Background: an optimization exercise with open tools, aiming at small area, a short achievable clock period and few clock cycles. Do not read the settings as production practice. Only simulation tests tie the RTL to the original design; equivalence was not proved.

`design/flow/design.v`:
```
module expr_unit(
  input clk,
  input rst,
  input start,
  input [31:0] i1,
  input [31:0] i2,
  input [31:0] i3,
  output op_ready,
  output done,
  output [31:0] result
);
localparam K  = 4;                  
localparam NC = (32 + K - 1) / K;   
localparam CW = NC < 2 ? 1 : NC < 4 ? 2 : NC < 8 ? 3 : NC < 16 ? 4 : 5;
localparam DW = 31 + K;             
reg s_idle, s_pre, s_div, done_r;
reg rdy_r;             
reg [CW-1:0] cnt;      
reg [CW-1:0] cnx;      
reg [31:0] qa;         
reg [DW-1:0] ds1;      
reg [31:0] b;          
reg [31:0] res;        
assign op_ready = rdy_r;
assign done = done_r;
assign result = res;
function [31:0] carries;
  input [31:0] g_in, p_in;
  input cin;
  reg [32:0] g, p;
  integer l, i, j;
  begin
    g = {g_in, cin};
    p = {p_in, 1'b0};
    for (l = 0; l < 6; l = l + 1)
      for (i = 32; i >= 0; i = i - 1)
        if ((i >> l) & 1) begin
          j = ((i >> l) << l) - 1;
          g[i] = g[i] | (p[i] & g[j]);
          p[i] = p[i] & p[j];
        end
    carries = g[32:1];
  end
endfunction
function [32:0] add_fast;
  input [31:0] x, y;
  input cin;
  reg [31:0] c;
  begin
    c = carries(x & y, x ^ y, cin);
    add_fast = {c[31], (x ^ y) ^ {c[30:0], cin}};
  end
endfunction
function [31:0] sub_small;
  input [31:0] x, y;
  reg c;
  integer i;
  begin
    c = 1'b1;
    for (i = 0; i < 32; i = i + 1) begin
      sub_small[i] = x[i] ^ ~y[i] ^ c;
      c = (x[i] & ~y[i]) | (x[i] & c) | (~y[i] & c);
    end
  end
endfunction
function [31:0] sub_bk;
  input [31:0] x, y;
  reg [32:0] g, p, pp;
  integer l, i;
  begin
    g = {x & ~y, 1'b1};
    pp = {x ^ ~y, 1'b0};
    p = pp;
    for (l = 0; l < 6; l = l + 1)
      for (i = 0; i < 33; i = i + 1)
        if ((i + 1) % (2 << l) == 0) begin
          g[i] = g[i] | (p[i] & g[i - (1 << l)]);
          p[i] = p[i] & p[i - (1 << l)];
        end
    for (l = 4; l >= 0; l = l - 1)
      for (i = 0; i < 33; i = i + 1)
        if ((i + 1) % (2 << l) == (1 << l) && i > (1 << l)) begin
          g[i] = g[i] | (p[i] & g[i - (1 << l)]);
          p[i] = p[i] & p[i - (1 << l)];
        end
    sub_bk = pp[32:1] ^ g[31:0];
  end
endfunction
function [5:0] width;   
  input [31:0] x;
  integer i;
  begin
    width = 6'd0;
    for (i = 0; i < 32; i = i + 1) if (x[i]) width = i + 1;
  end
endfunction
function [CW-1:0] ncyc;
  input [31:0] x, d;
  reg [6:0] n;
  begin
    n = {1'b0, width(x)} - {1'b0, width(d)} + 7'd1;
    if (n[6] || n == 7'd0) ncyc = {CW{1'b0}};
    else ncyc = (n + K - 1) / K;
  end
endfunction
function [DW-1:0] align;
  input [31:0] d;
  input [CW-1:0] c;
  reg [CW-1:0] m;
  reg [DW-1:0] v;
  integer i;
  begin
    m = c - 1'b1;
    v = {{(DW-32){1'b0}}, d} << (K - 1);
    for (i = 0; i < CW; i = i + 1) if (m[i]) v = v << (K << i);
    align = v;
  end
endfunction
function [32+32+DW+K-1:0] steps;   
  input [31:0] r;
  input [DW-1:0] ds;
  reg [K-1:0] qb;
  reg [32:0] df;
  reg [31:0] df0;
  reg ovf;
  integer s;
  begin
    for (s = 0; s < K; s = s + 1) begin
      ovf = |(ds >> 32);
      df = add_fast(r, ~ds[31:0], 1'b1);
      if (s == 0) df0 = df[31:0];
      qb[K-1-s] = ~ovf & df[32];
      if (qb[K-1-s]) r = df[31:0];
      ds = ds >> 1;
    end
    steps = {df0, r, ds, qb};
  end
endfunction
function [31:0] place;
  input [CW-1:0] cnt;
  input [K-1:0] qb;
  integer j;
  begin
    for (j = 0; j < 32; j = j + 1)
      place[j] = (cnt == j / K + 1) & qb[j % K];
  end
endfunction
wire [32+32+DW+K-1:0] st = steps(qa, ds1);
wire [31:0] x1 = st[32+32+DW+K-1:32+DW+K];    
wire [31:0] st_r = st[32+DW+K-1:DW+K];
wire [DW-1:0] st_ds = st[DW+K-1:K];
wire [K-1:0] st_q = st[K-1:0];
wire [31:0] d1n = sub_bk(b, qa & ~res);
wire z1 = (d1n == 32'd0);
wire z2 = (b == 32'd0);
wire [CW-1:0] c1 = z1 ? {CW{1'b0}} : ncyc(x1, d1n);
wire [CW-1:0] c2 = z2 ? {CW{1'b0}} : ncyc(res, b);
wire first1 = c1 != 0;                  
wire go_div = first1 | (c2 != 0);
wire lastc = cnt == 1;                  
wire swap = s_div & lastc & (cnx != 0);
wire last = s_div & lastc & (cnx == 0);
wire al_d1 = s_pre & first1;
wire [DW-1:0] al = align(al_d1 ? d1n : b, al_d1 ? c1 : (s_pre ? c2 : cnx));
wire [31:0] nbc = {~(b[31:1] & res[31:1]), ~(b[0] & res[0]) & ~(z1 & z2)};
wire [32:0] acc = add_fast(s_pre ? qa : res, s_pre ? nbc : place(cnt, st_q),
                           s_pre & ~z1 & ~z2);
always @(posedge clk or posedge rst) begin
  if (rst) begin
    s_idle <= 1'b1;
    rdy_r <= 1'b1;
    s_pre <= 1'b0;
    s_div <= 1'b0;
    done_r <= 1'b0;
  end else begin
    s_idle <= (s_idle & ~start) | (s_pre & ~go_div) | last;
    rdy_r <= (rdy_r & ~start) | (s_pre & ~go_div) | last;
    s_pre <= s_idle & start;
    s_div <= (s_pre & go_div) | (s_div & ~last);
    done_r <= (s_pre & ~go_div) | last;
  end
end
always @(posedge clk) begin
  b <= i2;
  if (s_idle) qa <= i1;
  else if (al_d1) qa <= x1;
  else if (s_pre | swap) qa <= i3;
  else qa <= st_r;
  if (s_idle) ds1 <= {{(DW-32){1'b0}}, i2};
  else if (s_pre | swap) ds1 <= al;
  else ds1 <= st_ds;
  if (s_pre) begin
    cnt <= first1 ? c1 : c2;
    cnx <= first1 ? c2 : {CW{1'b0}};
  end else if (swap) begin
    cnt <= cnx;
    cnx <= {CW{1'b0}};
  end else begin
    cnt <= cnt - 1'b1;
  end
  if (s_idle) res <= i3;
  else res <= acc[31:0];
end
endmodule
```
`design/flow/flow/run.sh`:
```
#!/bin/bash
# The standard layout, except that the port buffers the standard flow's flow inserts are
# sky130_fd_sc_hd__buf_1 instead of the delay buffer buffer_ports picks by
# default. Every port still gets its buffer.
set -euo pipefail
bash standard.sh "BUFFER_PORTS_ARGS=-buffer_cell sky130_fd_sc_hd__buf_1" finish > standard.log 2>&1
```
`design/flow/standard.sh`:
```
#!/bin/bash
# synth_recipe.tcl (not shown) runs the flow's synth.tcl, then flattens the netlist and writes it again
# the make line also repeats each setting of config.mk as NAME=value (left out here)
make -C /OpenROAD-flow-scripts/flow DESIGN_CONFIG=/design/flow/config.mk WORK_HOME=/design/flow/orfs CLKGATE_MAP_FILE= SYNTH_SCRIPT=/design/flow/synth_recipe.tcl "${@:-finish}"
```
`design/flow/config.mk`:
```
export PLATFORM = sky130hd
export DESIGN_NAME = expr_unit
export DESIGN_NICKNAME = expr_unit
export VERILOG_FILES = /design/flow/design.v
export SDC_FILE = /design/flow/constraint.sdc
export NUM_CORES = 4
export LEC_CHECK = 0
export ABC_AREA = 1
export CAP_MARGIN = 20
export CORE_MARGIN = 2
export CORE_UTILIZATION = 40
export SLEW_MARGIN = 20
```
`design/flow/constraint.sdc`:
```
create_clock -name core_clock -period 90.0 [get_ports {clk}]
set_input_delay 18.0000 -clock core_clock [delete_from_list [all_inputs] [get_ports {clk}]]
set_output_delay 18.0000 -clock core_clock [all_outputs]
set_load 0.01 [all_outputs]
```
==> summary.txt, run 1 <==
----------------------------------------------------
[Outcome]
  Status ... no timing/DRC/antenna violations

[Clocking]
  Number of sinks handled by clock tree synthesis ... 144
  Count of instances resized after the clock tree is built ... 0
  Clock latency reported for the late side of the worst-skew pair ... 510 ps
  Post-CTS Hold Buffers ... 0
  Post-CTS Repair Setup Buffers ... 0
  CTS Root Cell ... clkbuf_16
  Longest Clk Path Bufs ... 2
  CTS tree ... done
  # H-tree levels ... 4
  Cts bufs inserted ... 17
  Clock-pin slew on the worst setup and hold paths ... 60 ps

[Critical path]
  Cell family contributing the most delay on the critical path ... flip-flops
  Arrival time reported for the critical path endpoint ... 1250 ps
  Largest incremental delay on the critical path ... 550 ps
  Setup slack of the most critical reg-to-reg path ... 71670 ps
  Crit path cell chain ... buf_1
  Number of buffer and inverter stages on the critical path ... 1
  Sort of element at the start of the critical path ... flop
  Critical path peak fanout ... 8
  Worst endpoint required time ... 72000 ps
  Crit end category ... primary output
  Crit Path Category ... flop to primary output
  Critical-path cell with the highest stage delay ... dfxtp_1

[Yosys]
  Proportion of synthesized flip-flops having asynchronous set or reset ... 0.03472
  Biggest area contributors in the synthesized netlist ... nand2_1 (17%), dfxtp_1 (14%), ha_1 (14%)
  YS warnings ... 1
  Number of instances in the synthesized netlist ... 3067
  Number of distinct standard cells referenced by the synthesized netlist ... 66
  Multiplexer fraction of the synthesized cell area ... 0.001597
  Adder-cell share of the synthesized area ... 0.1871
  Compound-gate portion of the synthesized area ... 0.1874
  Prevailing post-synth register cell ... dfxtp_1
  Post-synthesis average cell area ... 6.130 µm²
  Cell Area, Synth ... 18800 µm²
  Largest area contributor in the netlist ... nand2_1
  Largest family of logic cells by synthesized area ... simple AND/OR/NAND/NOR gates
  Share of the synthesized area in the top cell type ... 0.1653
  Register area share after synthesis ... 0.1569
  Flops & latches, synth ... 144
  Number of flops mapped to enable cells by yosys ... 4
  Post-Syn Nets ... 3422
  Xor and xnor area share after synthesis ... 0.04419
  Post-Synth Simple-Gate Area ... 0.3194

[Routing]
  Iteration-0 DRC Markers ... 2287
  Detailed-routing iteration count for the pre-antenna-repair pass ... 6
  Total Wirelength ... 78710 µm
  Avg WL per Cell ... 20.94 µm
  Antenna-violating nets left ... 0
  Routed via count divided by cell count ... 5.645
  Post-detailed-route DRC marker count ... 0
  Total via count after detailed routing ... 21210

[STA]
  Setup TNS ... 0 ps
  Count of pins over their slew limit ... 0
  Actual slew at the worst max-slew pin ... 1161 ps
  Worst slew margin relative to its limit ... 0.2257
  Final Hold Viols ... 0
  Setup violators final ... 0
  Worst path setup slack after routing ... 70750 ps
  Period Utilization, post-route ... 0.2139
  Maximum clock rate ... 51.95 MHz
  Clk_skew ... 15.06 ps
  Min Clock Period, post-route ... 19250 ps
  RSZ-0062 raised after global routing ... no
  Worst hold slack across all endpoints ... 487.4 ps

[Global routing]
  Global-route wire length before repair ... 117600 µm
  Met3 Resource Use GR ... 0.04784
  GR Util met1 ... 0.4429
  Global-route track usage on met2 ... 0.5036
  GRT Overall Usage ... 0.3244
  Peak-usage layer in the global routing report ... met2
  Initial antenna violation count ... 0
  Global route total overflow ... 0
  Vias in the first global route ... 20090
  Largest net degree at the start of global routing ... 95

[Final layout]
  Final-stage net count ... 3491
  Share of final-layout standard cells stronger than drive strength 1 ... 0.03271
  Area grow syn2layout ... 8.492%
  Most common cell after layout, fill and taps aside ... nand2_1
  Commonest non-fill, non-tap cells in the layout ... nand2_1 (827), inv_1 (392), o21ai_0 (292)

[Placement]
  Routability congestion estimate from global placement ... 0.9901
  Setup slack after placement ... 71210 ps
  HPWL after detailed placement ... 62750 µm
  Count of input and output buffers ... 132

[Die]
  Width of the die ... 220.8 µm
  Die outline area ... 48750 µm²
  Core Rows ... 79
  Height of the chip ... 220.8 µm
  Effective utilization at floorplan ... 0.4047
  Number of ports placed on the die boundary ... 133
  Core ar. ... 46460 µm²

[Min path]
  Hold Path Class ... flop to flop

[Flow run]
  Max cap viols ... 0

----------------------------------------------------
[final cells by class]
type / count / area [µm²]
diodes: 2 / 5.005
clock buffers: 19 / 442.9
clock inverters: 13 / 177.7
fillers: 5095 / 26060
inverters: 401 / 1506
multi-input cells: 2423 / 13920
flip-flops and latches: 144 / 2958
well taps: 607 / 759.5
repair buffers: 149 / 623.1
[kinds of logic (layout without fill, tap and decap cells)]
family / count (synthesis) / count (layout)
simple gates: 1437 / 1437
fa+ha+maj: 256 / 256
buf+inv: 500 / 582
compound gates: 633 / 633
xor+xnor: 94 / 94
other cells: 0 / 2
flops: 144 / 144
mux: 3 / 3
[through the flow]
step,utilization,area [µm²],instances
2_1_floorplan,-,18800,3067
3_3_place_gp,0.4256,19770,3724
3_5_place_dp,0.4256,19770,3724
4_1_cts,0.4389,20390,3756
5_1_grt,0.4389,20390,3756
6_report,0.4391,20400,3758
[state kept, by name, summed over array words and instances (netlist names)]
name	flops
cnt	4
res	32
s_div	1
ds1	35
s_idle	1
cnx	4
done_r	1
qa	32
s_pre	1
rdy_r	1
b	32
[synth_stat cells (11+ instances only)]
master and count:
dfxtp_1 135, a21oi_1 177, ha_1 214, nor3_1 34, o211ai_1 23, fa_1 42, inv_1 393, o21ai_1 33
nand3_1 214, o21bai_1 11, o21ai_0 292, a211oi_1 11, xor2_1 57, nand4_1 21, xnor2_1 36, nand2_1 828
or2_2 15, o21a_1 11, a31oi_1 14, nor2_1 269, o31ai_1 14, nor4_1 22, buf_2 14, clkbuf_1 69
[metal layers]
layer	part of all wire	wire length (µm)	vias up
li1	-	-	10230
met1	0.44	34850	9946
met2	0.43	33990	878
met3	0.081	6381	161
met4	0.044	3483	0
met5	0	0	-
[worst paths after layout]
kind | cells past startpoint | to | startpoint
setup / recovery | 1 | result[31] | res[31]
hold / removal | 2 | rdy_r | rdy_r
setup reg to reg | 102 | res[28] | ds1[2]
hold reg to reg | 2 | rdy_r | rdy_r
max in group asynchronous | 2 | rdy_r | rst
min in group asynchronous | 2 | s_pre | rst
Testbench counts, summed over its fixed seeds: cycles 2,756.
==> run 2, diff against run 1 <==
--- a/design/flow/design.v
+++ b/design/flow/design.v
@@ -20,5 +20,5 @@
 reg [31:0] qa;         
 reg [DW-1:0] ds1;      
-reg [31:0] b;          
+wire [31:0] b = ds1[31:0];    
 reg [31:0] res;        
 assign op_ready = rdy_r;
@@ -162,5 +162,5 @@
 wire last = s_div & lastc & (cnx == 0);
 wire al_d1 = s_pre & first1;
-wire [DW-1:0] al = align(al_d1 ? d1n : b, al_d1 ? c1 : (s_pre ? c2 : cnx));
+wire [DW-1:0] al = align(al_d1 ? d1n : i2, al_d1 ? c1 : (s_pre ? c2 : cnx));
 wire [31:0] nbc = {~(b[31:1] & res[31:1]), ~(b[0] & res[0]) & ~(z1 & z2)};
 wire [32:0] acc = add_fast(s_pre ? qa : res, s_pre ? nbc : place(cnt, st_q),
@@ -182,5 +182,4 @@
 end
 always @(posedge clk) begin
-  b <= i2;
   if (s_idle) qa <= i1;
   else if (al_d1) qa <= x1;
==> summary.txt, run 2 <==
----------------------------------------------------
[Global routing]
  GRT Overall Usage ... 0.3094 (-0.01499)
  Largest net degree at the start of global routing ... 69 (-27%)
  Global-route wire length before repair ... 112900 µm (-4.0%)
  Global route total overflow ... 0 (unchanged)
  Initial antenna violation count ... 0 (unchanged)
  Vias in the first global route ... 20070 (-0.13%)

[STA]
  Worst path setup slack after routing ... 70250 ps (-503.2 ps)
  Period Utilization, post-route ... 0.2195 (+0.005591)
  Actual slew at the worst max-slew pin ... 1002 ps (-159.7 ps)
  Worst hold slack across all endpoints ... 492.7 ps (+5.290 ps)
  Clk_skew ... 11.93 ps (-3.121 ps)
  Setup TNS ... 0 ps (unchanged)
  Count of pins over their slew limit ... 0 (unchanged)
  Worst slew margin relative to its limit ... 0.3289 (+0.1032)
  Min Clock Period, post-route ... 19750 ps (+503.2 ps)
  Final Hold Viols ... 0 (unchanged)
  Setup violators final ... 0 (unchanged)
  RSZ-0062 raised after global routing ... no
  Maximum clock rate ... 50.63 MHz (-2.5%)

[Routing]
  Total via count after detailed routing ... 20830 (-1.8%)
  Iteration-0 DRC Markers ... 2103 (-8.0%)
  Avg WL per Cell ... 19.91 µm (-4.9%)
  Routed via count divided by cell count ... 5.646 (about the same)
  Post-detailed-route DRC marker count ... 0 (unchanged)
  Total Wirelength ... 73440 µm (-6.7%)
  Detailed-routing iteration count for the pre-antenna-repair pass ... 6 (unchanged)
  Antenna-violating nets left ... 0 (unchanged)

[Yosys]
  Commonest cells post-synth ... nand2_1 (840), inv_1 (366), o21ai_0 (275)
  Post-Syn Nets ... 3373 (-1.4%)
  Share of the synthesized area in the top cell type ... 0.1722 (+0.006865)
  Largest area contributor in the netlist ... nand2_1
  Number of instances in the synthesized netlist ... 3018 (-1.6%)
  Biggest area contributors in the synthesized netlist ... nand2_1 (17%), ha_1 (15%), dfxtp_1 (11%)
  Number of distinct standard cells referenced by the synthesized netlist ... 65 (-1.5%)
  Flops & latches, synth ... 112 (-22%)
  Proportion of synthesized flip-flops having asynchronous set or reset ... 0.04464 (+0.009921)
  YS warnings ... 1 (unchanged)
  Post-synthesis average cell area ... 6.068 µm² (-1.0%)
  Prevailing post-synth register cell ... dfxtp_1
  Most frequently used cell type in the post-synthesis netlist ... nand2_1
  Register area share after synthesis ... 0.1261 (-0.03080)
  Number of flops mapped to enable cells by yosys ... 4 (unchanged)
  Cell Area, Synth ... 18310 µm² (-2.6%)

[Critical path]
  Worst endpoint required time ... 90300 ps (+18300 ps)
  Cell type with the highest occurrence count on the critical path ... nand2_1
  Sort of element at the start of the critical path ... flop
  Crit Path Category ... flop to flop
  Critical-path cell with the highest stage delay ... dfxtp_1
  Cell depth of the worst flop-to-flop path ... 96 (-5.9%)
  Critical path peak fanout ... 59 (+51)
  Setup slack of the most critical reg-to-reg path ... 70250 ps (-1420 ps)
  Arrival time reported for the critical path endpoint ... 20050 ps (+18800 ps)
  Crit end category ... flop
  Largest incremental delay on the critical path ... 630 ps (+80 ps)
  End of the worst register-to-register path ... res[30]
  Launch instance of the worst register-to-register path ... ds1[8]

[Placement]
  Setup slack after placement ... 70630 ps (-579.8 ps)
  Count of input and output buffers ... 132 (unchanged)
  Routability congestion estimate from global placement ... 0.9876 (-0.25%)
  Post-detailed-placement cell area ... 19280 µm² (-2.5%)
  Cell Count Post-Placement ... 3673 (-1.4%)
  HPWL after detailed placement ... 58580 µm (-6.7%)

[Die]
  Core ar. ... 45280 µm² (-2.5%)
  Number of ports placed on the die boundary ... 133 (unchanged)
  Core Rows ... 78 (-1.3%)
  Height of the chip ... 218.0 µm (-1.3%)
  Effective utilization at floorplan ... 0.4044 (about the same)
  Die outline area ... 47510 µm² (-2.5%)
  Width of the die ... 218.0 µm (-1.3%)

[Clocking]
  Post-CTS Hold Buffers ... 0 (unchanged)
  Cts bufs inserted ... 9 (-8)
  CTS tree ... done
  CTS Root Cell ... clkbuf_16
  Number of sinks handled by clock tree synthesis ... 112 (-22%)
  Count of instances resized after the clock tree is built ... 0 (unchanged)
  Longest Clk Path Bufs ... 2 (unchanged)
  Clock latency reported for the late side of the worst-skew pair ... 410 ps (-100 ps)
  Clock-pin slew on the worst setup and hold paths ... 80 ps (+20 ps)
  Post-CTS Repair Setup Buffers ... 0 (unchanged)
  # H-tree levels ... 3 (-1)

[Final layout]
  Area grow syn2layout ... 6.969%
  Top flop regs ... ds1 (35), qa (32), res (32)
  Number of flip-flops in the largest register ... 35 (unchanged)
  Most common cell after layout, fill and taps aside ... nand2_1
  Commonest non-fill, non-tap cells in the layout ... nand2_1 (840), inv_1 (366), o21ai_0 (275)
  Area of all placed cells without fillers ... 19590 µm² (-4.0%)
  ANT cells ... 0 (-2)
  Final-stage net count ... 3439 (-1.5%)
  Core utilization of the finished layout ... 0.4326 (-0.006470)
  Share of final-layout standard cells stronger than drive strength 1 ... 0.04500 (+0.01229)
  Final cell count without fillers ... 3689 (-1.8%)
  Largest register by flop count ... ds1

[Min path]
  HP Start ... rdy_r
  Hold Path Class ... flop to flop
  Worst Hold Path Cells ... 2 (unchanged)
  Sink of the worst hold path ... rdy_r

[Outcome]
  Status ... no timing/DRC/antenna violations

[Flow run]
  Max cap viols ... 0 (unchanged)

----------------------------------------------------
run 2: changes by cell type in the layout (fill, tap and decap cells not counted), moves of 6 or more:
| cell | delta |
|---|---|
| o21ai_0 | -17 |
| o21ai_2 | +6 |
| nand3_2 | +9 |
| nand2_2 | +11 |
| nand2_1 | +13 |
| a21oi_2 | +16 |
| nor2_1 | -41 |
| buf_4 | +6 |
| dfxtp_1 | -32 |
| inv_1 | -26 |
| nand3_1 | +7 |
| clkbuf_16 | -8 |
run 2: layout make-up:
cell class                      count  area (µm²)
Clock buffer                       10       239.0
Clock inverter                      6       71.32
Fill cell                        4951       25690
Inverter                          379        1424
Multi-Input combinational cell   2427       14120
Sequential cell                   112        2317
Tap cell                          600       750.7
Timing Repair Buffer              155       668.1
run 2: worst max path at each step:
stage / start / cells after the start / to / slack [ps]
after CTS: ds1[8] / 97 / res[30] / 70560
after global routing: ds1[8] / 98 / res[30] / 68820
final: ds1[8] / 96 / res[30] / 70250
after global placement: i2[5] / 9 / ds1[28] / 70920
after floorplan: i2[5] / 8 / ds1[16] / 71360
after detailed placement: ds1[8] / 96 / res[30] / 70630
run 2: layer usage:
metal | share of wire | track usage
met5 | 0 | 0
met2 | 0.44 | 0.4986
met3 | 0.069 | 0.02789
met4 | 0.045 | 0.1413
met1 | 0.44 | 0.4179
run 2: logic make-up (layout without fill, tap and decap cells):
group | Yosys count | in the layout | share of synthesized area
DFF | 112 | 112 | 0.1261
xor gates and xnor gates | 90 | 90 | 0.04469
and+or+nand+nor | 1427 | 1427 | 0.3300
muxes | 2 | 2 | 0.001093
buffers and inverters | 479 | 550 | 0.1036
adders and majority gates | 256 | 256 | 0.1921
AOI/OAI and AO/OA | 652 | 652 | 0.2024
run 2: critical path, delay by kind of cell, from the launching register on:
| kind | cells | cell delay, ps |
|---|---|---|
| compound gates | 30 | 6930 |
| fa+ha+maj | 9 | 3620 |
| buf+inv | 12 | 2740 |
| flops | 1 | 630 |
| simple gates | 45 | 5460 |
Testbench counts of run 2, summed over its fixed seeds: cycles 2,756.
==> run 3, diff against run 2 <==
==> design/flow/flow/run.sh (replaced) <==
#!/bin/bash
# The standard layout with two changes to how it is made:
# - the port buffers are sky130_fd_sc_hd__buf_1 instead of the delay buffer
#   buffer_ports picks by default (every port still gets its buffer);
# - timing repair aims for 71.2 ns of setup slack at the design's 90 ns
#   clock, so it also speeds up paths that already meet 90 ns.
set -euo pipefail
bash standard.sh "BUFFER_PORTS_ARGS=-buffer_cell sky130_fd_sc_hd__buf_1" \
  SETUP_SLACK_MARGIN=71.2 finish > standard.log 2>&1
==> summary.txt, run 3 <==
----------------------------------------------------
[Outcome]
  Status ... no timing/DRC/antenna violations

[Final layout]
  Top flop regs ... ds1 (35), qa (32), res (32)
  Core utilization of the finished layout ... 0.4480 (+0.01544)
  ANT cells ... 0 (unchanged)
  Area grow syn2layout ... 10.79%
  Final-stage net count ... 3475 (+1.0%)
  Share of final-layout standard cells stronger than drive strength 1 ... 0.08288 (+0.03788)
  Area of the multi-input gates ... 14180 µm² (+0.45%)
  Commonest non-fill, non-tap cells in the layout ... nand2_1 (839), inv_1 (363), o21ai_0 (273)
  Largest register by flop count ... ds1
  Most common cell after layout, fill and taps aside ... nand2_1
  Number of filler instances in the final layout ... 4880 (-1.4%)
  Storage element area ... 2402 µm² (+3.7%)
  Number of flip-flops in the largest register ... 35 (unchanged)

[Clocking]
  Cts bufs inserted ... 9 (unchanged)
  Longest Clk Path Bufs ... 2 (unchanged)
  Post-CTS Hold Buffers ... 0 (unchanged)
  CTS tree ... done
  Clock-pin slew on the worst setup and hold paths ... 80 ps (about the same)
  # H-tree levels ... 3 (unchanged)
  Clock latency reported for the late side of the worst-skew pair ... 410 ps (about the same)
  Number of sinks handled by clock tree synthesis ... 112 (unchanged)
  CTS Root Cell ... clkbuf_16

[Global routing]
  GR Util met1 ... 0.4182 (about the same)
  Vias in the first global route ... 20230 (+0.81%)
  Peak-usage layer in the global routing report ... met2
  Global-route track usage on met2 ... 0.5033 (+0.004656)
  Global-route wire length before repair ... 113800 µm (+0.76%)
  Met3 Resource Use GR ... 0.03054 (+0.002650)
  Global route total overflow ... 0 (unchanged)
  Largest net degree at the start of global routing ... 69 (unchanged)
  Initial antenna violation count ... 0 (unchanged)
  GRT Overall Usage ... 0.3117 (+0.002318)

[Routing]
  Antenna-violating nets left ... 0 (unchanged)
  Post-detailed-route DRC marker count ... 0 (unchanged)
  Total Wirelength ... 74200 µm (+1.0%)
  Avg WL per Cell ... 19.92 µm (about the same)
  Routed via count divided by cell count ... 5.636 (-0.18%)
  Iteration-0 DRC Markers ... 2059 (-2.1%)
  Total via count after detailed routing ... 20990 (+0.79%)
  Detailed-routing iteration count for the pre-antenna-repair pass ... 6 (unchanged)

[Die]
  Height of the chip ... 218.0 µm (unchanged)
  Width of the die ... 218.0 µm (unchanged)
  Core ar. ... 45280 µm² (unchanged)
  Core Rows ... 78 (unchanged)
  Die outline area ... 47510 µm² (unchanged)
  Effective utilization at floorplan ... 0.4044 (unchanged)
  Number of ports placed on the die boundary ... 133 (unchanged)

[Critical path]
  Launch instance of the worst register-to-register path ... ds1[8]
  Crit Path Category ... flop to primary output
  Arrival time reported for the critical path endpoint ... 1050 ps (-19000 ps)
  Crit path from ... rdy_r
  Crit path cell chain ... buf_6
  Largest incremental delay on the critical path ... 550 ps (-80 ps)
  Crit end category ... primary output
  Critical-path cell with the highest stage delay ... dfstp_2
  Critical path peak fanout ... 2 (-97%)
  Worst endpoint required time ... 72000 ps (-18300 ps)
  Number of buffer and inverter stages on the critical path ... 1 (-11)
  Cell family contributing the most delay on the critical path ... flip-flops
  Sort of element at the start of the critical path ... flop

[STA]
  Min Clock Period, post-route ... 19050 ps (-705.1 ps)
  Final Hold Viols ... 0 (unchanged)
  Worst hold slack across all endpoints ... 499.1 ps (+6.384 ps)
  Maximum clock rate ... 52.50 MHz (+3.7%)
  Clk_skew ... 12.50 ps (+0.5623 ps)
  Setup TNS ... 0 ps (unchanged)
  Count of pins over their slew limit ... 0 (unchanged)
  Worst slew margin relative to its limit ... 0.3228 (-0.006105)
  Period Utilization, post-route ... 0.2116 (-0.007834)
  Actual slew at the worst max-slew pin ... 1011 ps (+9.112 ps)
  RSZ-0062 raised after global routing ... yes
  Setup violators final ... 0 (unchanged)

[Yosys]
  Number of instances in the synthesized netlist ... 3018 (unchanged)
  Proportion of synthesized flip-flops having asynchronous set or reset ... 0.04464 (unchanged)
  YS warnings ... 1 (unchanged)
  Largest area contributor in the netlist ... nand2_1
  Number of flops mapped to enable cells by yosys ... 4 (unchanged)
  Cell Area, Synth ... 18310 µm² (unchanged)
  Post-synthesis average cell area ... 6.068 µm² (unchanged)
  Prevailing post-synth register cell ... dfxtp_1
  Most frequently used cell type in the post-synthesis netlist ... nand2_1
  Number of distinct standard cells referenced by the synthesized netlist ... 65 (unchanged)
  Commonest cells post-synth ... nand2_1 (840), inv_1 (366), o21ai_0 (275)
  Post-Syn Nets ... 3373 (unchanged)
  Biggest area contributors in the synthesized netlist ... nand2_1 (17%), ha_1 (15%), dfxtp_1 (11%)
  Share of the synthesized area in the top cell type ... 0.1722 (unchanged)
  Flops & latches, synth ... 112 (unchanged)
  Register area share after synthesis ... 0.1261 (unchanged)

[Placement]
  Routability congestion estimate from global placement ... 0.9876 (unchanged)
  Count of input and output buffers ... 132 (unchanged)
  HPWL after detailed placement ... 58580 µm (unchanged)

[Min path]
  Hold Path Class ... flop to flop
  HP Start ... rdy_r

[Flow run]
  Max cap viols ... 0 (unchanged)

----------------------------------------------------
[run 3: cell families (layout without fill, tap and decap cells)]
logic type,after synthesis,after routing,share of synthesized area
compound gates,652,652,0.2024
xor+xnor,90,90,0.04469
fa+ha+maj,256,256,0.1921
buf+inv,479,586,0.1036
flops,112,112,0.1261
mux,2,2,0.001093
simple gates,1427,1427,0.3300
[run 3: layout make-up]
class                      count  area share
clock inverter                 6    0.003515
multi-input combinational   2427      0.6990
timing repair buffer         191     0.05970
inverter                     379     0.07055
sequential                   112      0.1184
tap                          600     0.03700
clock buffer                  10     0.01178
[run 3: stage by stage]
stage / cells / instance area [µm²] / setup WS (ps)
2_1_floorplan: 3018 / 18310 / 71360
3_3_place_gp: 3673 / 19280 / 70920
3_5_place_dp: 3673 / 19280 / 70630
4_1_cts: 3716 / 20140 / 70940
5_1_grt: 3725 / 20290 / 70940
6_report: 3725 / 20290 / 70950
[run 3: metal layers]
metal / part of all wire / wire length, µm / vias up
met5: 0 / 0 / -
met4: 0.047 / 3455 / 0
met3: 0.069 / 5084 / 148
met2: 0.44 / 32810 / 825
met1: 0.44 / 32860 / 9833
li1: - / - / 10190
[run 3: final timing paths]
kind | endpoint | slack, ps | cells past startpoint
hold reg to reg | rdy_r | 500 | 2
setup / recovery | op_ready | 70950 | 1
min in group asynchronous | s_pre | 17440 | 2
setup reg to reg | res[30] | 72490 | 98
max in group asynchronous | rdy_r | 72320 | 2
hold / removal | rdy_r | 500 | 2
[run 3: timing repair]
action / in CTS / in global routing
gates resized for setup: 123 / 28
endpoints found under the setup margin: 52 / 60
cloned: 0 / 0
hold endpoints to repair: 0 / 0
pin swaps: 0 / 2
buffers inserted: 27 / 9
==> run 4, diff against run 3 <==
==> design/flow/flow/run.sh (replaced) <==
#!/bin/bash
# The standard layout with two changes to how it is made:
# - the port buffers are sky130_fd_sc_hd__buf_1 instead of the delay buffer
#   buffer_ports picks by default (every port still gets its buffer);
# - timing repair aims for 70.7 ns of setup slack at the design's 90 ns
#   clock, so it also speeds up paths that already meet 90 ns.
set -euo pipefail
bash standard.sh "BUFFER_PORTS_ARGS=-buffer_cell sky130_fd_sc_hd__buf_1" \
  SETUP_SLACK_MARGIN=70.7 finish > standard.log 2>&1
==> summary.txt, run 4 <==
----------------------------------------------------
[Critical path]
  Cell depth of the worst flop-to-flop path ... 97 (-1.0%)
  Crit end category ... primary output
  Critical-path cell with the highest stage delay ... dfxtp_1
  Number of buffer and inverter stages on the critical path ... 1 (unchanged)
  Worst endpoint required time ... 72000 ps (about the same)
  Critical path peak fanout ... 3 (+1)
  Setup slack of the most critical reg-to-reg path ... 72020 ps (-470 ps)
  Sort of element at the start of the critical path ... flop
  Crit path cell chain ... buf_1
  Launch instance of the worst register-to-register path ... ds1[8]
  End of the worst register-to-register path ... res[30]
  Crit path from ... res[17]
  Arrival time reported for the critical path endpoint ... 1140 ps (+90 ps)
  Largest incremental delay on the critical path ... 390 ps (-160 ps)
  Cell family contributing the most delay on the critical path ... flip-flops
  Crit Path Category ... flop to primary output

[Routing]
  Detailed-routing iteration count for the pre-antenna-repair pass ... 6 (unchanged)
  Total via count after detailed routing ... 20860 (-0.62%)
  Iteration-0 DRC Markers ... 1931 (-6.2%)
  Avg WL per Cell ... 19.92 µm (about the same)
  Antenna-violating nets left ... 0 (unchanged)
  Routed via count divided by cell count ... 5.648 (+0.21%)
  Total Wirelength ... 73570 µm (-0.85%)
  Post-detailed-route DRC marker count ... 0 (unchanged)

[Clocking]
  CTS Root Cell ... clkbuf_16
  CTS tree ... done
  Number of sinks handled by clock tree synthesis ... 112 (unchanged)
  Clock latency reported for the late side of the worst-skew pair ... 410 ps (about the same)
  Post-CTS Hold Buffers ... 0 (unchanged)
  Clock-pin slew on the worst setup and hold paths ... 90 ps (about the same)
  # H-tree levels ... 3 (unchanged)
  Cts bufs inserted ... 9 (unchanged)
  Longest Clk Path Bufs ... 2 (unchanged)

[Global routing]
  Global-route track usage on met2 ... 0.4986 (-0.004656)
  Vias in the first global route ... 20070 (-0.78%)
  Initial antenna violation count ... 0 (unchanged)
  Met3 Resource Use GR ... 0.02817 (-0.002371)
  GR Util met1 ... 0.4177 (-0.0004916)
  Peak-usage layer in the global routing report ... met2
  Global route total overflow ... 0 (unchanged)
  Largest net degree at the start of global routing ... 69 (unchanged)
  GRT Overall Usage ... 0.3094 (-0.002318)
  Global-route wire length before repair ... 112900 µm (-0.76%)

[STA]
  Setup violators final ... 0 (unchanged)
  Actual slew at the worst max-slew pin ... 975.7 ps (-35.09 ps)
  Period Utilization, post-route ... 0.2126 (+0.0009878)
  Min Clock Period, post-route ... 19140 ps (+88.90 ps)
  Setup TNS ... 0 ps (unchanged)
  Final Hold Viols ... 0 (unchanged)
  RSZ-0062 raised after global routing ... no
  Clk_skew ... 10.39 ps (-2.106 ps)
  Maximum clock rate ... 52.26 MHz (-0.46%)
  Count of pins over their slew limit ... 0 (unchanged)
  Worst slew margin relative to its limit ... 0.3463 (+0.02350)

[Min path]
  Sink of the worst hold path ... rdy_r
  Worst Hold Path Cells ... 2 (unchanged)
  HP Start ... rdy_r
  Hold Path Class ... flop to flop

[Yosys]
  Flops & latches, synth ... 112 (unchanged)
  Proportion of synthesized flip-flops having asynchronous set or reset ... 0.04464 (unchanged)
  Post-Syn Nets ... 3373 (unchanged)
  Biggest area contributors in the synthesized netlist ... nand2_1 (17%), ha_1 (15%), dfxtp_1 (11%)
  Number of instances in the synthesized netlist ... 3018 (unchanged)
  Number of flops mapped to enable cells by yosys ... 4 (unchanged)
  Most frequently used cell type in the post-synthesis netlist ... nand2_1
  Commonest cells post-synth ... nand2_1 (840), inv_1 (366), o21ai_0 (275)
  Number of distinct standard cells referenced by the synthesized netlist ... 65 (unchanged)
  Register area share after synthesis ... 0.1261 (unchanged)
  Cell Area, Synth ... 18310 µm² (unchanged)
  Largest area contributor in the netlist ... nand2_1
  Share of the synthesized area in the top cell type ... 0.1722 (unchanged)
  Prevailing post-synth register cell ... dfxtp_1
  YS warnings ... 1 (unchanged)
  Post-synthesis average cell area ... 6.068 µm² (unchanged)

[Final layout]
  Number of flip-flops in the largest register ... 35 (unchanged)
  Final cell count without fillers ... 3694 (-0.83%)
  Top flop regs ... ds1 (35), qa (32), res (32)
  Area of all placed cells without fillers ... 19700 µm² (-2.9%)
  Commonest non-fill, non-tap cells in the layout ... nand2_1 (840), inv_1 (365), o21ai_0 (274)
  ANT cells ... 0 (unchanged)
  Number of filler instances in the final layout ... 4941 (+1.3%)
  Core utilization of the finished layout ... 0.4350 (-0.01301)
  Area grow syn2layout ... 7.570%
  Share of final-layout standard cells stronger than drive strength 1 ... 0.05074 (-0.03214)
  Final-stage net count ... 3444 (-0.89%)
  Most common cell after layout, fill and taps aside ... nand2_1
  Largest register by flop count ... ds1

[Placement]
  Routability congestion estimate from global placement ... 0.9876 (unchanged)
  Count of input and output buffers ... 132 (unchanged)
  Post-detailed-placement cell area ... 19280 µm² (unchanged)
  Cell Count Post-Placement ... 3673 (unchanged)
  HPWL after detailed placement ... 58580 µm (unchanged)

[Die]
  Number of ports placed on the die boundary ... 133 (unchanged)
  Effective utilization at floorplan ... 0.4044 (unchanged)
  Core ar. ... 45280 µm² (unchanged)
  Core Rows ... 78 (unchanged)
  Width of the die ... 218.0 µm (unchanged)
  Height of the chip ... 218.0 µm (unchanged)
  Die outline area ... 47510 µm² (unchanged)

[Outcome]
  Status ... no timing/DRC/antenna violations

[Flow run]
  Max cap viols ... 0 (unchanged)

----------------------------------------------------
## run 4: cell counts after synthesis
Identical to the previous run, type by type.
## run 4: routing by layer
| layer | vias to the layer above | part of all wire |
|---|---|---|
| li1 | 10130 | - |
| met3 | 131 | 0.069 |
| met4 | 0 | 0.044 |
| met1 | 9846 | 0.44 |
| met5 | - | 0 |
| met2 | 759 | 0.44 |
## run 4: layout make-up
cell class | instances | area, µm² | share of cell area
Clock buffer | 10 | 239.0 | 0.01213
Inverter | 379 | 1428 | 0.07247
Timing Repair Buffer | 160 | 729.5 | 0.03703
Sequential cell | 112 | 2322 | 0.1179
Clock inverter | 6 | 71.32 | 0.003620
Multi-Input combinational cell | 2427 | 14160 | 0.7188
Tap cell | 600 | 750.7 | 0.03811
## run 4: stage by stage
stage | setup WS (ps) | hold slack (ps)
floorplan | 71360 | 453.0
global placement | 70920 | 460.5
detailed placement | 70630 | 489.2
CTS | 70740 | 494.5
global route | 70710 | 520.8
finish | 70870 | 492.5
## run 4: kinds of logic (layout without fill, tap and decap cells)
kind of cell,count (synthesis),in the layout,synth area share
AOI/OAI and AO/OA,652,652,0.2024
adders and majority gates,256,256,0.1921
muxes,2,2,0.001093
and+or+nand+nor,1427,1427,0.3300
DFF,112,112,0.1261
buffers and inverters,479,555,0.1036
xor gates and xnor gates,90,90,0.04469
## run 4: worst max-delay path by stage
stage                      end  slack (ps)  cells after the start
finish              result[17]       70870                      1
global route           res[30]       70710                    101
CTS                    res[30]       70740                     97
detailed placement     res[30]       70630                     96
global placement       ds1[28]       70920                      9
floorplan              ds1[16]       71360                      8
## run 4: tightest hold or removal path, stage by stage, from the launching register on
cell and delay (ps):
dfstp_2 380, inv_1 40, o21ai_0 70
## run 4: repair_timing
item                                    4_1_cts  5_1_grt
setup buffers                                 0        5
resized for setup                             1       22
pin swaps                                     0        1
endpoints found under the setup margin       11       25
gates cloned                                  0        0
==> run 5, diff against run 4 <==
--- a/design/flow/config.mk
+++ b/design/flow/config.mk
@@ -10,3 +10,4 @@
 export CORE_MARGIN = 2
 export CORE_UTILIZATION = 40
+export CTS_BUF_LIST = sky130_fd_sc_hd__clkbuf_8 sky130_fd_sc_hd__clkbuf_16
 export SLEW_MARGIN = 20
==> summary.txt, run 5 <==
----------------------------------------------------
[Yosys]
  Number of instances in the synthesized netlist ... 3018 (unchanged)
  Cell Area, Synth ... 18310 µm² (unchanged)
  Post-Syn Nets ... 3373 (unchanged)
  Multiplexer fraction of the synthesized cell area ... 0.001093 (unchanged)
  Register area share after synthesis ... 0.1261 (unchanged)
  Xor and xnor area share after synthesis ... 0.04468 (unchanged)
  Biggest area contributors in the synthesized netlist ... nand2_1 (17%), ha_1 (15%), dfxtp_1 (11%)
  Largest family of logic cells by synthesized area ... simple AND/OR/NAND/NOR gates
  Number of distinct standard cells referenced by the synthesized netlist ... 65 (unchanged)
  Commonest cells post-synth ... nand2_1 (840), inv_1 (366), o21ai_0 (275)
  Adder-cell share of the synthesized area ... 0.1921 (unchanged)
  Flops & latches, synth ... 112 (unchanged)
  Number of flops mapped to enable cells by yosys ... 4 (unchanged)
  Proportion of synthesized flip-flops having asynchronous set or reset ... 0.04464 (unchanged)
  YS warnings ... 1 (unchanged)
  Compound-gate portion of the synthesized area ... 0.2024 (unchanged)
  Most frequently used cell type in the post-synthesis netlist ... nand2_1
  Share of the synthesized area in the top cell type ... 0.1722 (unchanged)
  Largest area contributor in the netlist ... nand2_1
  Prevailing post-synth register cell ... dfxtp_1
  Post-Synth Simple-Gate Area ... 0.3300 (unchanged)
  Post-synthesis average cell area ... 6.068 µm² (unchanged)

[Critical path]
  Largest incremental delay on the critical path ... 390 ps (about the same)
  Critical path peak fanout ... 3 (unchanged)
  Number of buffer and inverter stages on the critical path ... 1 (unchanged)
  Launch instance of the worst register-to-register path ... ds1[8]
  Crit path cell chain ... buf_1
  Arrival time reported for the critical path endpoint ... 1140 ps (about the same)
  Cell depth of the worst flop-to-flop path ... 97 (unchanged)
  Crit Path Category ... flop to primary output
  Worst endpoint required time ... 72000 ps (about the same)
  Crit end category ... primary output
  Setup slack of the most critical reg-to-reg path ... 72020 ps (about the same)
  End of the worst register-to-register path ... res[30]
  Sort of element at the start of the critical path ... flop
  Critical-path cell with the highest stage delay ... dfxtp_1
  Cell family contributing the most delay on the critical path ... flip-flops

[STA]
  Period Utilization, post-route ... 0.2126 (unchanged)
  Min Clock Period, post-route ... 19140 ps (unchanged)
  Final Hold Viols ... 0 (unchanged)
  Count of pins over their slew limit ... 0 (unchanged)
  Setup violators final ... 0 (unchanged)
  Maximum clock rate ... 52.26 MHz (unchanged)
  Worst path setup slack after routing ... 70870 ps (unchanged)
  RSZ-0062 raised after global routing ... no
  Clk_skew ... 10.39 ps (unchanged)
  Actual slew at the worst max-slew pin ... 975.7 ps (unchanged)
  Setup TNS ... 0 ps (unchanged)
  Worst slew margin relative to its limit ... 0.3463 (unchanged)

[Clocking]
  Cts bufs inserted ... 9 (unchanged)
  CTS Root Cell ... clkbuf_16
  Clock-pin slew on the worst setup and hold paths ... 90 ps (about the same)
  CTS tree ... done
  Longest Clk Path Bufs ... 2 (unchanged)
  # H-tree levels ... 3 (unchanged)
  Clock latency reported for the late side of the worst-skew pair ... 410 ps (about the same)
  Number of sinks handled by clock tree synthesis ... 112 (unchanged)

[Die]
  Number of ports placed on the die boundary ... 133 (unchanged)
  Core ar. ... 45280 µm² (unchanged)
  Width of the die ... 218.0 µm (unchanged)
  Effective utilization at floorplan ... 0.4044 (unchanged)
  Height of the chip ... 218.0 µm (unchanged)
  Die outline area ... 47510 µm² (unchanged)
  Core Rows ... 78 (unchanged)

[Final layout]
  Storage element area ... 2322 µm² (unchanged)
  Final cell count without fillers ... 3694 (unchanged)
  Final-stage net count ... 3444 (unchanged)
  Top flop regs ... ds1 (35), qa (32), res (32)
  Largest register by flop count ... ds1
  Commonest non-fill, non-tap cells in the layout ... nand2_1 (840), inv_1 (365), o21ai_0 (274)
  Area grow syn2layout ... 7.570% (unchanged)
  Area of all placed cells without fillers ... 19700 µm² (unchanged)
  Area of the multi-input gates ... 14160 µm² (unchanged)
  Share of final-layout standard cells stronger than drive strength 1 ... 0.05074 (unchanged)
  Most common cell after layout, fill and taps aside ... nand2_1
  ANT cells ... 0 (unchanged)
  Number of flip-flops in the largest register ... 35 (unchanged)
  Number of filler instances in the final layout ... 4941 (unchanged)

[Global routing]
  Global-route wire length before repair ... 112900 µm (unchanged)
  Initial antenna violation count ... 0 (unchanged)
  Largest net degree at the start of global routing ... 69 (unchanged)
  Global route total overflow ... 0 (unchanged)
  GRT Overall Usage ... 0.3094 (unchanged)
  Vias in the first global route ... 20070 (unchanged)

[Placement]
  Post-detailed-placement cell area ... 19280 µm² (unchanged)
  Setup slack after placement ... 70630 ps (unchanged)
  Cell Count Post-Placement ... 3673 (unchanged)
  HPWL after detailed placement ... 58580 µm (unchanged)
  Routability congestion estimate from global placement ... 0.9876 (unchanged)
  Count of input and output buffers ... 132 (unchanged)

[Routing]
  Detailed-routing iteration count for the pre-antenna-repair pass ... 6 (unchanged)
  Total via count after detailed routing ... 20860 (unchanged)
  Routed via count divided by cell count ... 5.648 (unchanged)
  Post-detailed-route DRC marker count ... 0 (unchanged)
  Avg WL per Cell ... 19.92 µm (unchanged)
  Iteration-0 DRC Markers ... 1931 (unchanged)
  Antenna-violating nets left ... 0 (unchanged)
  Total Wirelength ... 73570 µm (unchanged)

[Flow run]
  Max cap viols ... 0 (unchanged)

[Min path]
  Worst Hold Path Cells ... 2 (unchanged)
  Hold Path Class ... flop to flop
  HP Start ... rdy_r
  Sink of the worst hold path ... rdy_r

[Outcome]
  Status ... no timing/DRC/antenna violations

----------------------------------------------------
run 5: cell counts in the layout (fill, tap and decap cells not counted):
No cell type changed its count.
run 5: timing repair:
action	4_1_cts	5_1_grt
hold buffers	0	0
cloned	0	0
resized for setup	1	22
setup endpoints to repair	11	25
pin swaps	0	1
buffers inserted	0	5
run 5: area by class of cell:
class                   count  area share
flip-flops and latches    112      0.1179
multi-input cells        2427      0.7188
repair buffers            160     0.03703
clock inverters             6    0.003620
inverters                 379     0.07247
well taps                 600     0.03811
clock buffers              10     0.01213
run 5: worst reg2reg max path: cells and delay by family (launching register included):
family / cells / cell delay [ps]
AO/OA/AOI/OAI: 31 / 6560
adder cells (fa/ha/maj): 9 / 3460
buffers and inverters: 13 / 2060
flip-flops: 1 / 490
AND/OR/NAND/NOR: 44 / 5360
run 5: stage by stage:
stage            util  hold slack (ps)
2_1_floorplan       -            453.0
5_1_grt        0.4350            520.8
4_1_cts        0.4327            494.5
3_3_place_gp   0.4257            460.5
3_5_place_dp   0.4257            489.2
6_report       0.4350            492.5
run 5: metal layers:
metal / share of wire / global-route usage / up-vias
li1: - / - / 10130
met1: 0.44 / 0.4177 / 9846
met2: 0.44 / 0.4986 / 759
met3: 0.069 / 0.02817 / 131
met4: 0.044 / 0.1413 / 0
met5: 0 / 0 / -
run 5: cells by family (layout without fill, tap and decap cells):
family	Yosys count	in the layout
adders and majority gates	256	256
buffers and inverters	479	555
and+or+nand+nor	1427	1427
DFF	112	112
muxes	2	2
xor gates and xnor gates	90	90
AOI/OAI and AO/OA	652	652
run 5: how the worst max path moves through the flow:
stage                        from          to  slack (ps)  depth (start not counted)
final                     res[17]  result[17]       70870                          1
after global routing       ds1[4]     res[30]       70710                        101
after CTS                  ds1[8]     res[30]       70740                         97
after detailed placement   ds1[8]     res[30]       70630                         96
after global placement      i2[5]     ds1[28]       70920                          9
after floorplan             i2[5]     ds1[16]       71360                          8
==> run 6, diff against run 5 <==
--- a/design/flow/design.v
+++ b/design/flow/design.v
@@ -20,5 +20,5 @@
 reg [31:0] qa;         
 reg [DW-1:0] ds1;      
-wire [31:0] b = ds1[31:0];    
+reg [31:0] b;          
 reg [31:0] res;        
 assign op_ready = rdy_r;
@@ -162,5 +162,5 @@
 wire last = s_div & lastc & (cnx == 0);
 wire al_d1 = s_pre & first1;
-wire [DW-1:0] al = align(al_d1 ? d1n : i2, al_d1 ? c1 : (s_pre ? c2 : cnx));
+wire [DW-1:0] al = align(al_d1 ? d1n : b, al_d1 ? c1 : (s_pre ? c2 : cnx));
 wire [31:0] nbc = {~(b[31:1] & res[31:1]), ~(b[0] & res[0]) & ~(z1 & z2)};
 wire [32:0] acc = add_fast(s_pre ? qa : res, s_pre ? nbc : place(cnt, st_q),
@@ -182,4 +182,5 @@
 end
 always @(posedge clk) begin
+  b <= i2;
   if (s_idle) qa <= i1;
   else if (al_d1) qa <= x1;
--- a/design/flow/config.mk
+++ b/design/flow/config.mk
@@ -10,4 +10,3 @@
 export CORE_MARGIN = 2
 export CORE_UTILIZATION = 40
-export CTS_BUF_LIST = sky130_fd_sc_hd__clkbuf_8 sky130_fd_sc_hd__clkbuf_16
 export SLEW_MARGIN = 20
==> summary.txt, run 6 <==
----------------------------------------------------
[Outcome]
  Status ... no timing/DRC/antenna violations

[Clocking]
  Longest Clk Path Bufs ... 2 (unchanged)
  Post-CTS Hold Buffers ... 0 (unchanged)
  Number of sinks handled by clock tree synthesis ... 144 (+29%)
  Cts bufs inserted ... 17 (+8)
  CTS Root Cell ... clkbuf_16
  CTS tree ... done
  Clock-pin slew on the worst setup and hold paths ... 70 ps (-20 ps)
  Clock latency reported for the late side of the worst-skew pair ... 510 ps (+100 ps)
  # H-tree levels ... 4 (+1)

[Die]
  Height of the chip ... 220.8 µm (+1.3%)
  Number of ports placed on the die boundary ... 133 (unchanged)
  Effective utilization at floorplan ... 0.4047 (about the same)
  Core Rows ... 79 (+1.3%)
  Core ar. ... 46460 µm² (+2.6%)
  Die outline area ... 48750 µm² (+2.6%)
  Width of the die ... 220.8 µm (+1.3%)

[STA]
  Min Clock Period, post-route ... 19180 ps (+48.80 ps)
  Final Hold Viols ... 0 (unchanged)
  Count of pins over their slew limit ... 0 (unchanged)
  RSZ-0062 raised after global routing ... no
  Setup violators final ... 0 (unchanged)
  Maximum clock rate ... 52.13 MHz (-0.25%)
  Setup TNS ... 0 ps (unchanged)
  Period Utilization, post-route ... 0.2132 (+0.0005422)
  Worst slew margin relative to its limit ... 0.2291 (-0.1172)
  Clk_skew ... 14.08 ps (+3.685 ps)
  Actual slew at the worst max-slew pin ... 1156 ps (+180.6 ps)

[Placement]
  Count of input and output buffers ... 132 (unchanged)
  Cell Count Post-Placement ... 3724 (+1.4%)
  Routability congestion estimate from global placement ... 0.9901 (+0.25%)
  HPWL after detailed placement ... 62750 µm (+7.1%)

[Yosys]
  Share of the synthesized area in the top cell type ... 0.1653 (-0.006865)
  Number of distinct standard cells referenced by the synthesized netlist ... 66 (+1.5%)
  Biggest area contributors in the synthesized netlist ... nand2_1 (17%), dfxtp_1 (14%), ha_1 (14%)
  YS warnings ... 1 (unchanged)
  Number of instances in the synthesized netlist ... 3067 (+1.6%)
  Post-synthesis average cell area ... 6.130 µm² (+1.0%)
  Commonest cells post-synth ... nand2_1 (828), inv_1 (393), o21ai_0 (292)
  Most frequently used cell type in the post-synthesis netlist ... nand2_1
  Number of flops mapped to enable cells by yosys ... 4 (unchanged)
  Flops & latches, synth ... 144 (+29%)
  Register area share after synthesis ... 0.1569 (+0.03080)
  Post-Syn Nets ... 3422 (+1.5%)
  Prevailing post-synth register cell ... dfxtp_1
  Proportion of synthesized flip-flops having asynchronous set or reset ... 0.03472 (-0.009921)
  Largest area contributor in the netlist ... nand2_1
  Cell Area, Synth ... 18800 µm² (+2.7%)

[Critical path]
  Crit path cell chain ... buf_1
  Cell family contributing the most delay on the critical path ... flip-flops
  Crit Path Category ... flop to primary output
  Largest incremental delay on the critical path ... 490 ps (+100 ps)
  Critical path peak fanout ... 6 (+3)
  Sort of element at the start of the critical path ... flop
  Worst endpoint required time ... 72000 ps (about the same)
  Number of buffer and inverter stages on the critical path ... 1 (unchanged)
  Critical-path cell with the highest stage delay ... dfxtp_1
  Crit end category ... primary output
  Arrival time reported for the critical path endpoint ... 1180 ps (+40 ps)

[Global routing]
  GRT Overall Usage ... 0.3244 (+0.01499)
  Global route total overflow ... 0 (unchanged)
  Initial antenna violation count ... 0 (unchanged)
  Largest net degree at the start of global routing ... 95 (+38%)
  Vias in the first global route ... 20090 (+0.11%)
  Global-route wire length before repair ... 117600 µm (+4.2%)

[Flow run]
  Max cap viols ... 0 (unchanged)

[Final layout]
  Number of filler instances in the final layout ... 5096 (+3.1%)
  Area of the multi-input gates ... 13930 µm² (-1.6%)
  Final cell count without fillers ... 3759 (+1.8%)
  Commonest non-fill, non-tap cells in the layout ... nand2_1 (827), inv_1 (392), o21ai_0 (291)
  Final-stage net count ... 3491 (+1.4%)
  Share of final-layout standard cells stronger than drive strength 1 ... 0.03334 (-0.01740)
  Number of flip-flops in the largest register ... 35 (unchanged)
  Storage element area ... 2959 µm² (+27%)
  Area grow syn2layout ... 8.525%
  Most common cell after layout, fill and taps aside ... nand2_1
  Largest register by flop count ... ds1

[Routing]
  Iteration-0 DRC Markers ... 2216 (+15%)
  Avg WL per Cell ... 20.91 µm (+5.0%)
  Detailed-routing iteration count for the pre-antenna-repair pass ... 6 (unchanged)
  Total Wirelength ... 78610 µm (+6.8%)
  Antenna-violating nets left ... 0 (unchanged)
  Total via count after detailed routing ... 21290 (+2.0%)
  Routed via count divided by cell count ... 5.663 (+0.26%)
  Post-detailed-route DRC marker count ... 0 (unchanged)

[Min path]
  Hold Path Class ... flop to flop

----------------------------------------------------
[run 6: cell types whose count changed in the layout (fill, tap and decap cells not counted), moves of 11 or more]
cell     before  now
a21oi_2      19    1
dfxtp_1      99  134
nand2_2      17    6
nand2_1     840  827
inv_1       365  392
nor2_1      226  267
o21ai_0     274  291
[run 6: layout make-up]
| type | count | share of cell area |
|---|---|---|
| multi-input combinational | 2423 | 0.6826 |
| inverter | 401 | 0.07383 |
| clock buffer | 19 | 0.02171 |
| sequential | 144 | 0.1450 |
| tap | 607 | 0.03722 |
| clock inverter | 13 | 0.008708 |
| timing repair buffer | 149 | 0.03054 |
| antenna | 3 | 0.0003679 |
[run 6: logic make-up after synthesis]
group | share of synthesized area
buffers and inverters | 0.1034
multiplexers | 0.001597
flip-flops | 0.1569
XOR/XNOR | 0.04419
AO/OA/AOI/OAI | 0.1874
adder cells (fa/ha/maj) | 0.1871
AND/OR/NAND/NOR | 0.3194
[run 6: timing repair]
action,in CTS,in global routing
resized for setup,0,3
setup endpoints to repair,0,16
setup buffers,0,0
[run 6: per-layer routing]
metal	track usage	up-vias	wire length (µm)
met4	0.1471	0	3425
met5	0	-	0
met1	0.4429	9973	34870
met2	0.5036	912	33940
met3	0.04784	162	6368
li1	-	10240	-
[run 6: stage by stage]
step / instance area, µm² / hold slack [ps] / setup slack, ps / util
after floorplan: 18800 / 474.2 / 71470 / -
after global placement: 19770 / 461.0 / 71170 / 0.4256
after detailed placement: 19770 / 484.1 / 71210 / 0.4256
after CTS: 20390 / 494.6 / 70730 / 0.4389
after global routing: 20400 / 520.8 / 70760 / 0.4390
final: 20400 / 487.6 / 70820 / 0.4392
[run 6: final timing paths]
path	from	to	slack, ps	depth (start not counted)
hold reg to reg	rdy_r	rdy_r	490	2
setup reg to reg	ds1[2]	res[28]	72120	96
max in group asynchronous	rst	rdy_r	72410	2
setup / recovery	res[3]	result[3]	70820	1
min in group asynchronous	rst	s_pre	17350	2
hold / removal	rdy_r	rdy_r	490	2
Testbench counts of run 6, summed over its fixed seeds: cycles 2,756.
==> run 7, diff against run 6 <==
--- a/design/flow/design.v
+++ b/design/flow/design.v
@@ -20,5 +20,5 @@
 reg [31:0] qa;         
 reg [DW-1:0] ds1;      
-reg [31:0] b;          
+wire [31:0] b = ds1[31:0];    
 reg [31:0] res;        
 assign op_ready = rdy_r;
@@ -64,11 +64,12 @@
   end
 endfunction
-function [31:0] sub_bk;
+function [31:0] add_bk;
   input [31:0] x, y;
+  input cin;
   reg [32:0] g, p, pp;
   integer l, i;
   begin
-    g = {x & ~y, 1'b1};
-    pp = {x ^ ~y, 1'b0};
+    g = {x & y, cin};
+    pp = {x ^ y, 1'b0};
     p = pp;
     for (l = 0; l < 6; l = l + 1)
@@ -84,5 +85,5 @@
           p[i] = p[i] & p[i - (1 << l)];
         end
-    sub_bk = pp[32:1] ^ g[31:0];
+    add_bk = pp[32:1] ^ g[31:0];
   end
 endfunction
@@ -151,5 +152,5 @@
 wire [DW-1:0] st_ds = st[DW+K-1:K];
 wire [K-1:0] st_q = st[K-1:0];
-wire [31:0] d1n = sub_bk(b, qa & ~res);
+wire [31:0] d1n = add_bk(b, ~(qa & ~res), 1'b1);
 wire z1 = (d1n == 32'd0);
 wire z2 = (b == 32'd0);
@@ -162,8 +163,8 @@
 wire last = s_div & lastc & (cnx == 0);
 wire al_d1 = s_pre & first1;
-wire [DW-1:0] al = align(al_d1 ? d1n : b, al_d1 ? c1 : (s_pre ? c2 : cnx));
+wire [DW-1:0] al = align(al_d1 ? d1n : i2, al_d1 ? c1 : (s_pre ? c2 : cnx));
 wire [31:0] nbc = {~(b[31:1] & res[31:1]), ~(b[0] & res[0]) & ~(z1 & z2)};
-wire [32:0] acc = add_fast(s_pre ? qa : res, s_pre ? nbc : place(cnt, st_q),
-                           s_pre & ~z1 & ~z2);
+wire [31:0] acc = add_bk(s_pre ? qa : res, s_pre ? nbc : place(cnt, st_q),
+                         s_pre & ~z1 & ~z2);
 always @(posedge clk or posedge rst) begin
   if (rst) begin
@@ -182,5 +183,4 @@
 end
 always @(posedge clk) begin
-  b <= i2;
   if (s_idle) qa <= i1;
   else if (al_d1) qa <= x1;
--- a/design/flow/config.mk
+++ b/design/flow/config.mk
@@ -9,4 +9,4 @@
 export CAP_MARGIN = 20
 export CORE_MARGIN = 2
-export CORE_UTILIZATION = 40
+export CORE_UTILIZATION = 55
 export SLEW_MARGIN = 20
==> summary.txt, run 7 <==
----------------------------------------------------
[Routing]
  Antenna-violating nets left ... 0 (unchanged)
  Iteration-0 DRC Markers ... 2494 (+13%)

[Die]
  Width of the die ... 186.2 µm (-16%)
  Die outline area ... 34660 µm² (-29%)
  Core ar. ... 32620 µm² (-30%)
  Height of the chip ... 186.2 µm (-16%)
  Effective utilization at floorplan ... 0.5595 (+0.1548)

[Yosys]
  Cell Area, Synth ... 18250 µm² (-2.9%)
  Post-Syn Nets ... 3339 (-2.4%)
  Most frequently used cell type in the post-synthesis netlist ... nand2_1
  Largest area contributor in the netlist ... nand2_1
  Flops & latches, synth ... 112 (-22%)
  Number of instances in the synthesized netlist ... 2973 (-3.1%)
  Post-synthesis average cell area ... 6.139 µm² (+0.15%)
  Number of flops mapped to enable cells by yosys ... 4 (unchanged)
  Proportion of synthesized flip-flops having asynchronous set or reset ... 0.04464 (+0.009921)
  Biggest area contributors in the synthesized netlist ... nand2_1 (17%), ha_1 (15%), dfxtp_1 (11%)
  Number of distinct standard cells referenced by the synthesized netlist ... 67 (+1.5%)
  Commonest cells post-synth ... nand2_1 (820), inv_1 (359), o21ai_0 (274)

[Final layout]
  Final cell count without fillers ... 3478 (-7.5%)
  Number of flip-flops in the largest register ... 35 (unchanged)
  Area grow syn2layout ... 5.868%
  Commonest non-fill, non-tap cells in the layout ... nand2_1 (819), inv_1 (358), o21ai_0 (271)
  Area of all placed cells without fillers ... 19320 µm² (-5.3%)
  Final-stage net count ... 3397 (-2.7%)

[Flow run]
  Max cap viols ... 0 (unchanged)

[STA]
  Final Hold Viols ... 0 (unchanged)
  Setup violators final ... 0 (unchanged)
  Worst path setup slack after routing ... 70880 ps (+63.90 ps)
  Actual slew at the worst max-slew pin ... 1037 ps (-119.2 ps)
  Min Clock Period, post-route ... 19120 ps (-63.90 ps)

[Placement]
  HPWL after detailed placement ... 57440 µm (-8.5%)
  Routability congestion estimate from global placement ... 1.060 (+7.1%)

[Global routing]
  Initial antenna violation count ... 1 (+1)
  Largest net degree at the start of global routing ... 99 (+4.2%)
  Global route total overflow ... 0 (unchanged)

[Critical path]
  Number of buffer and inverter stages on the critical path ... 1 (unchanged)
  Critical path peak fanout ... 8 (+2)
  Sort of element at the start of the critical path ... flop
  Crit path cell chain ... buf_1

[Clocking]
  Cts bufs inserted ... 9 (-8)
  Clock-pin slew on the worst setup and hold paths ... 90 ps (+20 ps)
  # H-tree levels ... 3 (-1)
  CTS Root Cell ... clkbuf_16
  Post-CTS Hold Buffers ... 0 (unchanged)
  Number of sinks handled by clock tree synthesis ... 112 (-22%)
  CTS tree ... done

[Outcome]
  Status ... no timing/DRC/antenna violations

[Min path]
  Hold Path Class ... flop to flop

----------------------------------------------------
[run 7: cell types whose count changed after synthesis, sizes merged, moves of 7 or more]
cell   before  now
a21oi     179  192
dfxtp     135  103
fa         42   53
inv       400  366
nand2     834  825
nand3     217  265
nor2      272  222
nor3       35   22
nor4       23   15
o21ai     330  299
or2        17   10
[run 7: repair_timing]
action	in CTS	in global routing
endpoints found under the setup margin	0	18
gates resized for setup	0	11
buffers inserted	0	0
[run 7: per-stage QoR]
step / util / hold WS (ps)
6_report: 0.5924 / 480.2
5_1_grt: 0.5924 / 506.7
4_1_cts: 0.5916 / 489.4
3_5_place_dp: 0.5814 / 470.9
3_3_place_gp: 0.5814 / 461.8
2_1_floorplan: - / 474.2
[run 7: per-layer routing]
metal | global-route usage | up-vias | share of wire
li1 | - | 9953 | -
met1 | 0.5621 | 9766 | 0.41
met2 | 0.6382 | 1091 | 0.42
met3 | 0.07262 | 228 | 0.10
met4 | 0.2416 | 2 | 0.060
met5 | 0 | - | 0.00012
[run 7: path summary, 6_finish.rpt]
check / startpoint / end / cells after the start
setup / recovery: res[31] / result[31] / 1
hold reg to reg: rdy_r / rdy_r / 2
setup reg to reg: ds1[5] / res[30] / 90
min in group asynchronous: rst / s_pre / 2
hold / removal: rdy_r / rdy_r / 2
max in group asynchronous: rst / rdy_r / 2
[run 7: worst min-delay path: stages, from the launching register on]
cell	delay, ps
dfstp_2	370
inv_1	40
o21ai_0	70
[run 7: logic make-up after synthesis]
group	Yosys count	share of synthesized area
fa+ha+maj	267	0.2048
simple gates	1403	0.3249
flops	112	0.1266
compound gates	616	0.1911
buf+inv	475	0.1040
mux	2	0.001097
xor+xnor	98	0.04744
[run 7: area by class of cell]
cell class / instances / area (µm²) / area share
multi-input combinational: 2386 / 14070 / 0.7280
sequential: 112 / 2318 / 0.1200
inverter: 370 / 1394 / 0.07214
timing repair buffer: 152 / 658.1 / 0.03406
tap: 442 / 553.0 / 0.02862
clock buffer: 11 / 254.0 / 0.01315
clock inverter: 5 / 77.57 / 0.004015
Testbench counts of run 7, summed over its fixed seeds: cycles 2,756.

[separate check: timing with driven ports]
Ports are ideal in the flow. The routed layouts listed here were re-timed in OpenROAD. Step 1: set_driving_cell puts a clkbuf_16 on clk and a buf_2 on each other input, an assumption about the parent block. Step 2, shift: input delay + t, output delay - t, t = (earliest + latest rising clock arrival at the registers) / 2. This alone moves slack from input paths to output paths. a / b / c = no drivers / after step 1 / after step 2; a / b = the first two.
| run | t (ns) | slack for setup (ns) | worst setup path after step 2 | worst register clock-pin slew, ns | worst data-port slew with drivers (ns) |
|---|---|---|---|---|---|
| run 1 | 0.558 | 70.752 / 70.698 / 71.047 | input to register | 0.08 / 0.08 | 0.05 |
| run 2 | 0.458 | 70.249 / 70.249 / 70.249 | register to register | 0.09 / 0.09 | 0.05 |
| run 3 | 0.460 | 70.954 / 70.899 / 70.870 | input to register | 0.09 / 0.09 | 0.05 |
| run 4 | 0.459 | 70.865 / 70.811 / 70.841 | input to register | 0.09 / 0.09 | 0.05 |
| run 5 | 0.459 | 70.865 / 70.811 / 70.841 | input to register | 0.09 / 0.09 | 0.05 |
| run 6 | 0.560 | 70.816 / 70.763 / 71.068 | input to register | 0.08 / 0.08 | 0.05 |
| run 7 | 0.448 | 70.880 / 70.825 / 70.652 | input to register | 0.09 / 0.09 | 0.07 |
After both steps setup and hold are still met in every run listed. For run 7, which loses most, drivers alone change the setup slack by -0.055 ns; drivers and shift together by -0.228 ns.
